This is an optimization exercise on Yosys and OpenROAD, whose aim is small area, not a production implementation.
Function was checked by simulation only, so behaviour that the tests miss may differ from the original.
No activity file was given, so power comes from the tool's default toggle rates.

==> harbor: inputs <==
// Hdlc
module Hdlc (
  input logic        Clk,  
  input logic        Rst,  
  input logic  [2:0] Address,      
  input logic        WriteEnable,  
  input logic        ReadEnable,   
  input logic  [7:0] DataIn,       
  output logic [7:0] DataOut,      
  output logic       Tx,       
  input logic        TxEN,     
  output logic       Tx_Done,  
  input logic        Rx,       
  input logic        RxEN,     
  output logic       Rx_Ready  
);
Settings: LEC_CHECK=0, CAP_MARGIN=20, CORE_MARGIN=2, CORE_UTILIZATION=60, CTS_BUF_LIST=sky130_fd_sc_hd__clkbuf_8, CTS_CLUSTER_DIAMETER=100, CTS_CLUSTER_SIZE=30, PLACE_DENSITY_LB_ADDON=0.1, SLEW_MARGIN=20; clock period 10.0 ns.
run.sh (not shown) runs the stock make flow with config.mk's settings and CLKGATE_MAP_FILE= SYNTH_SCRIPT=/design/flow/synth_recipe.tcl, a recipe that flattens the netlist after the stock synthesis.
==> inputs of raven, as changes to harbor <==
--- a/flow/design.v
+++ b/flow/design.v
@@ -273,27 +273,12 @@
   logic [7:0] Mem [0:125];
   logic [6:0] Valid;
   logic       Write;
   logic [7:0] FcsByte;
   assign Write       = WrBuff && !Full && !DataAvail;
-  logic [7:0]  HiA, HiB;
-  logic [15:0] LoA, LoB;
-  logic [7:0]  RdA, RdB;
-  always_comb begin : la_Read
-    HiA = 8'b1 << Count[6:4];
-    LoA = 16'b1 << Count[3:0];
-    HiB = 8'b1 << FcsAddr[6:4];
-    LoB = 16'b1 << FcsAddr[3:0];
-    RdA = '0;
-    RdB = '0;
-    for (int k = 0; k < 126; k++) begin
-      RdA = RdA | ({8{HiA[k/16] & LoA[k%16]}} & Mem[k]);
-      RdB = RdB | ({8{HiB[k/16] & LoB[k%16]}} & Mem[k]);
-    end
-  end
-  assign DataOutBuff = (Count < {1'b0, Valid}) ? RdA : 8'h00;
-  assign FcsByte     = (FcsAddr < {1'b0, Valid}) ? RdB : 8'h00;
+  assign DataOutBuff = (Count < {1'b0, Valid}) ? Mem[Count[6:0]] : 8'h00;
+  assign FcsByte     = (FcsAddr < {1'b0, Valid}) ? Mem[FcsAddr[6:0]] : 8'h00;
   assign FcsBit      = FcsByte[FcsBitSel];
   assign Full        = (Count == MAX_COUNT) ? 1'b1 : 1'b0;
   always_ff @(posedge Clk) begin : la_Buffer
     if(Write)
       Mem[Count[6:0]] <= DataInBuff;
@@ -788,20 +773,10 @@
     IDLE,
     WRITE,
     READ
   } CurrentState, NextState;
   assign Write = WrBuff && !Overflow && !Count[7];
-  logic [7:0]  Hi;
-  logic [15:0] Lo;
-  logic [7:0]  Rd;
-  always_comb begin : la_Read
-    Hi = 8'b1 << Count[6:4];
-    Lo = 16'b1 << Count[3:0];
-    Rd = '0;
-    for (int k = 0; k < 128; k++)
-      Rd = Rd | ({8{Hi[k/16] & Lo[k%16]}} & Mem[k]);
-  end
   always_ff @(posedge Clk) begin : la_Buffer
     if(Write)
       Mem[Count[6:0]] <= DataBuff;
   end
   always_ff @(posedge Clk or negedge Rst) begin : la_Valid
@@ -821,11 +796,11 @@
       end
       else if(!RxReady) begin
         RxDataBuffOut <= '0;
       end
       else
-        RxDataBuffOut <= (Count < Valid) ? Rd : 8'h00;
+        RxDataBuffOut <= (Count < Valid) ? Mem[Count[6:0]] : 8'h00;
     end
   end
   always_ff @(posedge Clk or negedge Rst) begin : la_OverflowHold
     if(~Rst) begin
       OverflowHold <= 1'b0;
- CORE_UTILIZATION: 60 -> 65
- CTS_BUF_LIST: sky130_fd_sc_hd__clkbuf_8 -> sky130_fd_sc_hd__clkbuf_16
- CTS_CLUSTER_DIAMETER: 100 -> 90
- CTS_CLUSTER_SIZE: 30 -> 28
==> flow_metrics.env <==
export IMPL_status="did not finish"
export IMPL_lastStage="global routing (5_1_grt)"
export IMPL_synthAdderAreaFrac_pct=0.941
export IMPL_synthTopCellsByCount="edfxtp_1, nand3_1, nor2_1"
export IMPL_gp_congestion=1.48
export IMPL_die_w_microns=403
export IMPL_tool_error="[ERROR GRT-0232] Routing congestion too high. Check the congestion heatmap in the GUI."
export IMPL_track_usage_pct=77.4
# the run above: harbor

==> flow_metrics.env <==
export IMPL_status="complete, no violations"
export IMPL_gp_congestion=1.03
export IMPL_track_usage_pct=35.2
export IMPL_die_w_microns=393
export IMPL_grt_max_degree=134
export IMPL_finalHoldViolCount=0
# the run above: raven


* * *

==> job 6725 <==
Hdlc, a different RTL version from the one above (not shown whole).
==> flow/design.v (excerpt) <==
module Hdlc (
  input logic        Clk,  
  input logic        Rst,  
  input logic  [2:0] Address,      
  input logic        WriteEnable,  
  input logic        ReadEnable,   
  input logic  [7:0] DataIn,       
  output logic [7:0] DataOut,      
  output logic       Tx,       
  input logic        TxEN,     
  output logic       Tx_Done,  
  input logic        Rx,       
  input logic        RxEN,     
  output logic       Rx_Ready  
);
clock: 10.0 ns
lec_check: 0
cap_margin: 20
core_margin: 2
core_utilization: 35
place_density_lb_addon: 0.1
slew_margin: 20
==> job 361: changes against job 6725 <==
--- a/flow/design.v
+++ b/flow/design.v
@@ -36,50 +36,51 @@
   assign Tx_AbortFrame = Tx_SC[2];
   assign Tx_DataInBuff = Tx_Buff;
   always_ff @(posedge Clk or negedge Rst) begin : proc_Write
     if(~Rst) begin
       Rx_SC <= '0;
       Tx_SC <= '0;
       Tx_WrBuff <= 1'b0;
-      Tx_Buff   <=   '0;
     end else begin
       if(WriteEnable) begin
         case (Address)
           3'b000 : begin
             Tx_SC[1] <= DataIn[1];  
             Tx_SC[2] <= DataIn[2];  
           end
           3'b001 : begin
-            Tx_Buff   <= DataIn;
             Tx_WrBuff <= 1'b1;
           end
           3'b010 : begin
             Rx_SC[1] <= DataIn[1];  
             Rx_SC[5] <= DataIn[5];  
           end
         endcase
       end
       else begin
         Tx_SC[1]  <= 1'b0;
         Tx_SC[2]  <= 1'b0;
         Tx_WrBuff <= 1'b0;
-        Tx_Buff   <=   '0;
         Rx_SC[1]  <= 1'b0;
       end
       Rx_SC[0]   <= RxReady;
       Rx_SC[2]   <= Rx_FrameError;
       Rx_SC[3]   <= Rx_AbortedFrame;
       Rx_SC[4]   <= Rx_Overflow;
       Rx_SC[7:6] <= '0;
       Tx_SC[0]   <= Tx_Done;
       Tx_SC[3]   <= Tx_AbortedTrans;
       Tx_SC[4]   <= Tx_Full;
       Tx_SC[7:5] <= '0;
     end
   end
+  always_ff @(posedge Clk) begin : proc_TxBuff
+    if(WriteEnable && (Address == 3'b001))
+      Tx_Buff <= DataIn;
+  end
   always_comb begin : proc_Read
     DataOut     = '0;
     Rx_ReadBuff = 1'b0;
     if(ReadEnable) begin
       case (Address)
         3'b000 : DataOut = Tx_SC;
         3'b010 : DataOut = Rx_SC;
@@ -114,33 +115,37 @@
     START,
     RUN,
     READ,
     FCS,
     ABORT
   } ControllerState;
   logic [2:0] NewByteCounter;  
+  always_ff @(posedge Clk) begin : la_NewByteCounter
+    if(ControllerState == IDLE)
+      NewByteCounter <= '0;
+    else if((ControllerState == FCS) && !AbortFrame && NewByte)
+      NewByteCounter <= NewByteCounter + 1;
+  end
   always_ff @(posedge Clk or negedge Rst) begin : la_Controller
     if(~Rst) begin
       ControllerState <= IDLE;
       ValidFrame      <= 1'b0;
       RdBuff          <= 1'b0;
       WriteFCS        <= 1'b0;
       AbortedTrans    <= 1'b0;
       InitZero        <= 1'b0;
       StartFCS        <= 1'b0;
-      NewByteCounter  <=   '0;
     end else begin
       case (ControllerState)
         IDLE : begin
           ValidFrame      <= 1'b0;
           WriteFCS        <= 1'b0;
           AbortedTrans    <= 1'b0;
           InitZero        <= 1'b0;
           RdBuff          <= 1'b0;
-          NewByteCounter  <=   '0;
           if(DataAvail && !AbortFrame) begin
             ControllerState <= WAIT_FCS;
             StartFCS        <= 1'b1;
           end
           else begin
             ControllerState <= IDLE;
             StartFCS        <= 1'b0;
@@ -205,15 +210,14 @@
         end
         FCS : begin
           if(AbortFrame)
             ControllerState <= ABORT;
           else begin
             if(NewByte) begin
               WriteFCS        <= 1'b1;
-              NewByteCounter  <= NewByteCounter + 1;
             end
             else
               WriteFCS        <= 1'b0;
             if((NewByteCounter == 4) && NewByte) begin  
               ControllerState <= IDLE;
               ValidFrame      <= 1'b0;
             end
@@ -247,56 +251,67 @@
   input logic               Enable,        
   input logic         [7:0] DataInBuff,    
   input logic               AbortedTrans,  
   output logic              DataAvail,     
   output logic              Done,          
   output logic        [7:0] DataOutBuff,   
   output logic              Full,          
-  output logic [127:0][7:0] DataArray,     
+  input  logic        [7:0] FcsAddr,       
+  input  logic        [2:0] FcsBitSel,     
+  output logic              FcsBit,        
   output logic        [7:0] FrameSize      
 );
   localparam MAX_COUNT = 8'b0111_1110;  
   enum logic [1:0] {
     IDLE  = 2'b00,
     WRITE = 2'b01,
     READ  = 2'b10
   } CurrentState, NextState;
   logic       LoadFrameSize;  
   logic       EnCount;        
   logic [7:0] Count;          
   logic       RstCount;       
-  assign DataOutBuff = Count[7] ? 8'h00 : DataArray[Count[6:0]];
+  logic [7:0] Mem [0:125];
+  logic [6:0] Valid;
+  logic       Write;
+  logic [7:0] FcsByte;
+  assign Write       = WrBuff && !Full && !DataAvail;
+  assign DataOutBuff = (Count < {1'b0, Valid}) ? Mem[Count[6:0]] : 8'h00;
+  assign FcsByte     = (FcsAddr < {1'b0, Valid}) ? Mem[FcsAddr[6:0]] : 8'h00;
+  assign FcsBit      = FcsByte[FcsBitSel];
   assign Full        = (Count == MAX_COUNT) ? 1'b1 : 1'b0;
-  always_ff @(posedge Clk or negedge Rst) begin : la_Buffer
+  always_ff @(posedge Clk) begin : la_Buffer
+    if(Write)
+      Mem[Count[6:0]] <= DataInBuff;
+  end
+  always_ff @(posedge Clk or negedge Rst) begin : la_Valid
     if(~Rst) begin
-      DataArray <= 0;
+      Valid <= '0;
     end else begin
-      if(WrBuff && !Full && !DataAvail)
-        DataArray[Count[6:0]] <= DataInBuff;
+      if(Write) begin
+        if(Count[6:0] == Valid)
+          Valid <= Valid + 1;
+      end
       else if(CurrentState==IDLE)  
-        DataArray <= '0;
+        Valid <= '0;
     end
   end
   always_ff @(posedge Clk or negedge Rst) begin : la_Counter
     if(~Rst) begin
       Count <= '0;
     end else begin
       if(RstCount)
         Count <= '0;
       else if(EnCount)
         Count <= Count + 1;
     end
   end
-  always_ff @(posedge Clk or negedge Rst) begin : la_FrameSize
-    if(~Rst) begin
-      FrameSize <= '0;
-    end else begin
-      if(LoadFrameSize)
-        FrameSize <= Count;
-    end
+  always_ff @(posedge Clk) begin : la_FrameSize
+    if(LoadFrameSize)
+      FrameSize <= Count;
   end
   always_ff @(posedge Clk or negedge Rst) begin : la_FSM
     if(~Rst) begin
       CurrentState <= IDLE;
     end else begin
       CurrentState <= NextState;
     end
@@ -363,15 +378,17 @@
   end
 endmodule
 module TxFCS(
   input logic               Clk,         
   input logic               Rst,         
   input logic               DataAvail,   
   input logic               ValidFrame,  
-  input logic  [127:0][7:0] DataBuff,    
+  input logic               FcsBit,      
+  output logic        [7:0] FcsAddr,     
+  output logic        [2:0] FcsBitSel,   
   input logic         [7:0] TxBuff,      
   input logic         [7:0] FrameSize,   
   input logic               WriteFCS,    
   input logic               StartFCS,    
   output logic        [7:0] Data,        
   output logic              FCSDone      
 );
@@ -381,76 +398,77 @@
     RUN,
     FCS1,
     FCS2
   } FCSstate;
   logic [15:0] FCS_reg;          
   logic  [7:0] FCSFrameCounter;  
   logic  [2:0] BitCounter;       
+  assign FcsAddr   = FCSFrameCounter;
+  assign FcsBitSel = BitCounter;
+  logic LastBit;   
+  assign LastBit = (BitCounter == 7) && (FCSFrameCounter == (FrameSize+1));  
+  always_ff @(posedge Clk) begin : la_FCSCalc
+    case (FCSstate)
+      IDLE : begin
+        FCS_reg         <= '0;
+        FCSFrameCounter <= '0;
+        BitCounter      <= '0;
+      end
+      CALC_FCS : begin
+        FCS_reg[0]    <= FcsBit ^ FCS_reg[15];
+        FCS_reg[1]    <= FCS_reg[0];
+        FCS_reg[2]    <= FCS_reg[1] ^ FCS_reg[15];
+        FCS_reg[14:3] <= FCS_reg[13:2];
+        FCS_reg[15]   <= FCS_reg[14] ^ FCS_reg[15];
+        BitCounter    <= BitCounter + 1;
+        if(BitCounter == 7)
+          FCSFrameCounter <= FCSFrameCounter + 1;
+      end
+      default : ;
+    endcase
+  end
   always_ff @(posedge Clk or negedge Rst) begin : la_FCS
     if(~Rst) begin
       Data            <=   '1;
-      FCS_reg         <=   '1;
       FCSstate        <= IDLE;
-      FCSFrameCounter <=   '0;
-      BitCounter      <=   '0;
       FCSDone         <= 1'b0;
     end else begin
       case (FCSstate)
         IDLE : begin
           Data            <=   '1;
-          FCS_reg         <=   '0;
-          FCSFrameCounter <=   '0;
-          BitCounter      <=   '0;
           FCSDone         <= 1'b0;
-          FCSFrameCounter <=   '0;
           if(StartFCS)
             FCSstate        <= CALC_FCS;
           else
             FCSstate        <= IDLE;
         end
         CALC_FCS : begin
-          FCS_reg[0]    <= (FCSFrameCounter[7] ? 1'b0 : DataBuff[FCSFrameCounter[6:0]][BitCounter]) ^ FCS_reg[15];
-          FCS_reg[1]    <= FCS_reg[0];
-          FCS_reg[2]    <= FCS_reg[1] ^ FCS_reg[15];
-          FCS_reg[14:3] <= FCS_reg[13:2];
-          FCS_reg[15]   <= FCS_reg[14] ^ FCS_reg[15];
           Data    <= TxBuff;
-          if(BitCounter == 7) begin
-            BitCounter      <=   '0;
-            FCSFrameCounter <= FCSFrameCounter + 1;
-            if(FCSFrameCounter != (FrameSize+1)) begin  
-              FCSstate <= CALC_FCS;
-              FCSDone  <= 1'b0;
-            end
-            else begin
-              FCSstate <=  RUN;
-              FCSDone  <= 1'b1;
-            end
+          if(LastBit) begin
+            FCSstate <=  RUN;
+            FCSDone  <= 1'b1;
           end
           else begin
-            FCSstate        <= CALC_FCS;
-            BitCounter      <= BitCounter + 1;
-            FCSFrameCounter <= FCSFrameCounter;
+            FCSstate <= CALC_FCS;
+            FCSDone  <= 1'b0;
           end
         end
         RUN : begin
-          FCS_reg <= FCS_reg;
           if(DataAvail)
             Data <= TxBuff;
           else
             Data <= Data;
           if(!ValidFrame && !DataAvail)
             FCSstate <= IDLE;
           else if(WriteFCS)
             FCSstate <= FCS1;
           else
             FCSstate <= RUN;
         end
         FCS1 : begin
-          FCS_reg  <= FCS_reg;
           if(!ValidFrame) begin
             FCSstate <= IDLE;
             Data     <= Data;
           end
           else if(WriteFCS) begin  
             FCSstate  <= FCS2;
             Data[7] <= FCS_reg[0];
@@ -471,27 +489,27 @@
             Data[3] <= FCS_reg[12];
             Data[2] <= FCS_reg[13];
             Data[1] <= FCS_reg[14];
             Data[0] <= FCS_reg[15];
           end
         end
         FCS2 : begin
-          FCS_reg  <= FCS_reg;
           if(!ValidFrame) begin
             FCSstate <= IDLE;
             Data     <=   '0;
           end
           else if(WriteFCS) begin  
             FCSstate <= FCS2;
             Data     <=   '0;
           end
           else begin
             FCSstate <= FCS2;
           end
         end
+        default : ;
       endcase
     end
   end
 endmodule
 module TxChannel(
   input logic       Clk,           
   input logic       Rst,           
@@ -743,36 +761,48 @@
   output logic       Overflow        
 );
   localparam [7:0] MAX_COUNT = 8'b1000_0000;  
   logic              LoadFrameSize;  
   logic              EnCount;        
   logic              RstCount;       
   logic        [7:0] Count;          
-  logic [127:0][7:0] DataArray;      
+  logic        [7:0] Mem [0:127];    
+  logic        [7:0] Valid;          
+  logic              Write;          
   logic              OverflowHold;   
   enum logic [1:0] {
     IDLE,
     WRITE,
     READ
   } CurrentState, NextState;
-  always_ff @(posedge Clk or negedge Rst) begin : la_Buffer
+  assign Write = WrBuff && !Overflow && !Count[7];
+  always_ff @(posedge Clk) begin : la_Buffer
+    if(Write)
+      Mem[Count[6:0]] <= DataBuff;
+  end
+  always_ff @(posedge Clk or negedge Rst) begin : la_Valid
+    if(~Rst) begin
+      Valid <= '0;
+    end else begin
+      if(Write && (Count == Valid))
+        Valid <= Valid + 1;
+    end
+  end
+  always_ff @(posedge Clk or negedge Rst) begin : la_BufferOut
     if(~Rst) begin
-      DataArray     <= '0;
       RxDataBuffOut <= '0;
     end else begin
       if(WrBuff && !Overflow) begin
-        if(!Count[7])
-          DataArray[Count[6:0]] <= DataBuff;
         RxDataBuffOut     <= '0;
       end
       else if(!RxReady) begin
         RxDataBuffOut <= '0;
       end
       else
-        RxDataBuffOut <= Count[7] ? 8'h00 : DataArray[Count[6:0]];
+        RxDataBuffOut <= (Count < Valid) ? Mem[Count[6:0]] : 8'h00;
     end
   end
   always_ff @(posedge Clk or negedge Rst) begin : la_OverflowHold
     if(~Rst) begin
       OverflowHold <= 1'b0;
     end else begin
       OverflowHold <= Overflow;
@@ -961,52 +991,54 @@
   logic [2:0] BitCounter;    
   logic [5:0] CheckReg;      
   logic [7:0] ShiftReg;      
   assign ZeroDetect = !RxD && &CheckReg[5:1];
   always_ff @(posedge Clk or negedge Rst) begin : la_ZeroDetect
     if(~Rst) begin
       BitCounter   <=   '0;
-      TempRegister <=   '0;
       NewByte      <= 1'b0;
       CheckReg     <=   '0;
-      RxData       <= 1'b0;
     end else begin
       if(ValidFrame) begin
         if(!StartZeroDetect) begin
           CheckReg[4:0] <= CheckReg >> 1;
           CheckReg[5]   <= RxD;
         end
         else begin
           CheckReg[4:0] <=  '0;
           CheckReg[5]   <= RxD;
           BitCounter    <=  '0;
         end
-          TempRegister[BitCounter] <= RxD;
         if(ZeroDetect) begin
           NewByte <= 1'b0;
         end
         else begin
           if(BitCounter == 7) begin
             BitCounter  <=   '0;
             NewByte     <= 1'b1;
           end
           else begin
             BitCounter <= BitCounter + 1;
             NewByte    <= 1'b0;
           end
         end
-        if(NewByte)
-          RxData <= TempRegister;
       end
       else begin
         NewByte    <= 1'b0;
         BitCounter <= 1'b0;
       end
     end
   end
+  always_ff @(posedge Clk) begin : la_Data
+    if(ValidFrame) begin
+      TempRegister[BitCounter] <= RxD;
+      if(NewByte)
+        RxData <= TempRegister;
+    end
+  end
   always_ff @(posedge Clk or negedge Rst) begin : la_FlagDetect
     if(~Rst) begin
       FlagDetect <= 1'b0;
       Abort      <= 1'b0;
       RxD        <= 1'b0;
       ShiftReg   <=   '0;
     end else begin
@@ -1041,15 +1073,17 @@
   logic Tx_RdBuff;        
   logic Tx_NewByte;  
   logic       Tx_FCSDone;  
   logic [7:0] Tx_Data;     
   logic              Tx_Full;         
   logic              Tx_DataAvail;    
   logic        [7:0] Tx_FrameSize;    
-  logic [127:0][7:0] Tx_DataArray;    
+  logic        [7:0] Tx_FcsAddr;      
+  logic        [2:0] Tx_FcsBitSel;    
+  logic              Tx_FcsBit;       
   logic        [7:0] Tx_DataOutBuff;  
   logic       Tx_WrBuff;      
   logic       Tx_Enable;      
   logic [7:0] Tx_DataInBuff;  
   logic       Tx_AbortFrame;  
   logic Rx_ValidFrame;       
   logic Rx_WrBuff;           
@@ -1119,23 +1153,27 @@
     .Enable(       Tx_Enable       ),
     .DataInBuff(   Tx_DataInBuff   ),
     .AbortedTrans( Tx_AbortedTrans ),
     .DataOutBuff(  Tx_DataOutBuff  ),
     .DataAvail(    Tx_DataAvail    ),
     .Done(         Tx_Done         ),
     .Full(         Tx_Full         ),
-    .DataArray(    Tx_DataArray    ),
+    .FcsAddr(      Tx_FcsAddr      ),
+    .FcsBitSel(    Tx_FcsBitSel    ),
+    .FcsBit(       Tx_FcsBit       ),
     .FrameSize(    Tx_FrameSize    )
   );
   TxFCS u_TxFCS(
     .Clk(         Clk            ),
     .Rst(         Rst            ),
     .ValidFrame(  Tx_ValidFrame  ),
     .DataAvail(   Tx_DataAvail   ),
-    .DataBuff(    Tx_DataArray   ),
+    .FcsBit(      Tx_FcsBit      ),
+    .FcsAddr(     Tx_FcsAddr     ),
+    .FcsBitSel(   Tx_FcsBitSel   ),
     .TxBuff(      Tx_DataOutBuff ),
     .WriteFCS(    Tx_WriteFCS    ),
     .FrameSize(   Tx_FrameSize   ),
     .StartFCS(    Tx_StartFCS    ),
     .Data(        Tx_Data        ),
     .FCSDone(     Tx_FCSDone     )
   );
Settings changed: CORE_UTILIZATION 35 to 72, CTS_BUF_LIST set to sky130_fd_sc_hd__clkbuf_16, CTS_CLUSTER_DIAMETER set to 90, CTS_CLUSTER_SIZE set to 28.
==> comparison table <==
quantity	job 6725	job 361
Total area of multi-input combinational cells	53,600 um^2	28,500 um^2
Wire length on met2	186,000 um	132,000 um
Peak Freq	0.156 GHz	0.159 GHz
Final-layout clock-cell area share	0.0694	0.0250
Inverters excl. clock	53	67
Total number of clock tree sinks	2,273	2,279
Outcome	timing/DRC/antenna clean	timing/DRC/antenna clean
Number of instances in the synthesized netlist	8,296	5,622
Worst slack at placement	3.57 ns	3.78 ns
Post-route insts no fill	12,600	7,323
Capture instance of the worst register-to-register path	u_TxFCS.Data[4]	u_TxFCS.Data[6]
Library cell occupying the most area in the post-synthesis netlist	sky130_fd_sc_hd__dfrtp_1	sky130_fd_sc_hd__edfxtp_1
Switch Pwr	6.64 mW	5.69 mW

[static timing again, ports no longer ideal]
No port has a modelled driver above. Below, the same layouts with a new extraction and two added sets of constraints.
Step 1 assumes that a clkbuf_16 drives the clock port and a buf_2 every other input.
Step 2 also shifts input and output timing later by t, the mid clock arrival at the registers, as if the neighbouring blocks saw the same clock.
Slacks: no drivers / after step 1 / after step 2; pairs: no drivers / after step 1.
run	t (ns)	setup slack, ns	latest minus earliest clock arrival (ns)
raven	0.845	3.691 / 3.667 / 3.667	0.047 / 0.048
job 6725	0.938	3.584 / 3.561 / 3.561	0.058 / 0.058
job 361	0.861	3.710 / 3.687 / 3.687	0.049 / 0.049
After both steps every run listed still meets setup and hold. For raven, which loses most, drivers alone change the setup slack by -0.024 ns; drivers and shift together by -0.024 ns.
